Source: an optimization exercise on an open RTL-to-GDS flow (aim: small area). Production flows keep margins and buffers that such runs may drop. RTL that was checked went through simulation tests only; none was proved equivalent to the original. Power is estimated from default activity; no workload was simulated.

==> pepper <==
// hub75
module hub75 #(
    parameter FIFO_WIDTH = 64,
    parameter OUT_REG = 6,
    parameter CLK_SPEED = 40_000_000
) (
    input wire clk,
    input wire s_axi_valid,
    output logic s_axi_ready,
    input wire reset_n,
    input wire [FIFO_WIDTH - 1 : 0] r0_in,
    input wire [FIFO_WIDTH - 1 : 0] g0_in,
    input wire [FIFO_WIDTH - 1 : 0] b0_in,
    input wire [FIFO_WIDTH - 1 : 0] r1_in,
    input wire [FIFO_WIDTH - 1 : 0] g1_in,
    input wire [FIFO_WIDTH - 1 : 0] b1_in,
    output logic r0_out,
    output logic g0_out,
    output logic b0_out,
    output logic r1_out,
    output logic g1_out,
    output logic b1_out,
    output logic [5 - 1 : 0] addr_out,
    output logic blank,
    output logic latch_out,
    output logic clk_out
);
clock: 10.0 ns
lec_check: 0
cap_margin: 20
core_margin: 2
core_utilization: 65
place_density: 0.75
slew_margin: 20
standard.sh (not shown) runs the stock make flow with config.mk's settings and CLKGATE_MAP_FILE= SYNTH_SCRIPT=/design/flow/synth_recipe.tcl, a recipe that flattens the netlist after the stock synthesis.
==> flow/flow/run.sh <==
#!/bin/bash
# Standard layout, with the smallest buffer on the ports and a leaner clock tree.
set -euo pipefail
bash standard.sh "BUFFER_PORTS_ARGS=-buffer_cell sky130_fd_sc_hd__buf_1" \
  "CTS_ARGS=-sink_clustering_enable -repair_clock_nets -buf_list {sky130_fd_sc_hd__clkbuf_8} -sink_clustering_size 20 -sink_clustering_max_diameter 100 -dont_use_dummy_load" \
  finish > standard_flow.log 2>&1
==> cedar (differences from pepper) <==
--- a/flow/design.v
+++ b/flow/design.v
@@ -39,28 +39,27 @@
   assign din[0] = r0_in;
   assign din[1] = g0_in;
   assign din[2] = b0_in;
   assign din[3] = r1_in;
   assign din[4] = g1_in;
   assign din[5] = b1_in;
-  assign tload[0] = 8'b00011111 >> addr_cnt;
-  assign tload[1] = 8'b10010010 >> addr_cnt;
-  assign tload[2] = 8'b10100001 >> addr_cnt;
-  assign tload[3] = 8'b11011000 >> addr_cnt;
-  assign tload[4] = 8'b10111110 >> addr_cnt;
-  assign tload[5] = 8'b10110110 >> addr_cnt;
-  assign tload[6] = 8'b01101100 >> addr_cnt;
-  assign tload[7] = 8'b01101001 >> addr_cnt;
-  assign tload[8] = 8'b10001101 >> addr_cnt;
-  assign tload[9] = 8'b01011010 >> addr_cnt;
-  assign tload[10] = 8'b10101001 >> addr_cnt;
-  assign tload[11] = 8'b01011110 >> addr_cnt;
-  assign tload[12] = 8'b11111011 >> addr_cnt;
-  assign tload[13] = 8'b01000100 >> addr_cnt;
+  always_comb begin
+    case (addr_cnt)
+      3'd0: tload = 14'd0;
+      3'd1: tload = 14'd13990;
+      3'd2: tload = 14'd3472;
+      3'd3: tload = 14'd10367;
+      3'd4: tload = 14'd640;
+      3'd5: tload = 14'd14945;
+      3'd6: tload = 14'd851;
+      3'd7: tload = 14'd10089;
+      default: tload = 'x;
+    endcase
+  end
   assign done = (cnt == 7'd0);
-  assign tterm = (tmr == 14'd9714);
+  assign tterm = (tmr == 14'd5077);
   assign rst_st = ~(s_axi_ready | sh | s3 | s4 | s5 | s6);
   assign ldv = s_axi_ready & s_axi_valid;
   always_ff @(posedge clk) begin
     if (reset_n == 1'b0) begin
       s_axi_ready <= 1'b0;
       ld_n <= 1'b1;
==> flow/run.sh (new file) <==
#!/bin/bash
# synth_recipe.tcl (not shown) runs the flow's synth.tcl, then flattens the netlist and writes it again
# the make line also repeats each setting of config.mk as NAME=value (left out here)
make -C /OpenROAD-flow-scripts/flow DESIGN_CONFIG=/design/flow/config.mk WORK_HOME=/design/flow/orfs CLKGATE_MAP_FILE= SYNTH_SCRIPT=/design/flow/synth_recipe.tcl finish
Settings changed: CORE_UTILIZATION 65 to 40, PLACE_DENSITY 0.75 to default.
removed: flow/flow/run.sh
removed: flow/standard.sh
==> comparison table <==
Detailed-route vias per instance: cedar 5.07; pepper 5.70
Adder-cell share of the synthesized area: cedar 0.904%; pepper 0.724%
Routed WL: cedar 33.9 mm; pepper 30.8 mm
Signal buffers share of area: cedar 22.5%; pepper 11.5%
Met1 usage in global routing: cedar 24.9%; pepper 35.9%
Routed met2 length: cedar 15.7 mm; pepper 14.2 mm
Outcome: cedar complete, no violations; pepper complete, no violations
Maximum level of the CTS H-tree: cedar 2; pepper 1
Well-Tap Cells: cedar 396; pepper 229
Max-slew headroom at the worst pin: cedar 31.2%; pepper 30.3%
Fraction of area in clock buffers and inverters: cedar 8.03%; pepper 2.46%
Sequential group power: cedar 2.32 mW; pepper 2.27 mW
Pre-CTS setup slack: cedar 5820 ps; pepper 6690 ps
Area used by sequential logic in the layout: cedar 8820 sq um; pepper 8580 sq um
Fraction of power consumed by combinational cells: cedar 12.9%; pepper 14.3%
Share of synthesized area occupied by flip-flops and latches: cedar 70.7%; pepper 70.8%
Cell Count, Final, Fillers Out: cedar 1814; pepper 1595
Met3 routed wirelength: cedar 2.59 mm; pepper 2.39 mm
Grt met3 use: cedar 6.43%; pepper 8.31%
Number of DRC markers after the initial detailed-route iteration: cedar 495; pepper 548
Power per unit of standard cell area: cedar 250 nW/um^2; pepper 247 nW/um^2
Total of flip-flops plus latches after synthesis: cedar 437; pepper 425
Max Fclk: cedar 0.253 GHz; pepper 0.264 GHz
Proportion of cell area occupied by registers: cedar 48.7%; pepper 61.2%
Floorplan die height: cedar 180 microns; pepper 140 microns
Startpoint of the lowest-slack hold path: cedar ring[1][60]; pepper ring[0][25]
No functional check of the RTL was part of pepper.

[port drivers added, routing unchanged]
How much do the figures lean on ideal ports? The routed layouts below were timed once more, with nothing changed but the port constraints. Step 1 assumes that a clkbuf_16 drives the clock port and a buf_2 every other input. Step 2, shift: input delay + t, output delay - t, t = (earliest + latest rising clock arrival at the registers) / 2. This alone moves slack from input paths to output paths. Slacks: ideal ports / drivers / drivers and shift; pairs: ideal ports / drivers.
run	shift t [ns]	slack for setup (ns)	clock arrival spread, ns
pepper	0.577	6.208 / 6.168 / 6.745	0.100 / 0.100
cedar	0.567	6.053 / 6.007 / 5.798	0.020 / 0.021
After both steps every run listed still meets setup and hold. For cedar, which loses most, drivers alone change the setup slack by -0.046 ns; drivers and shift together by -0.255 ns.
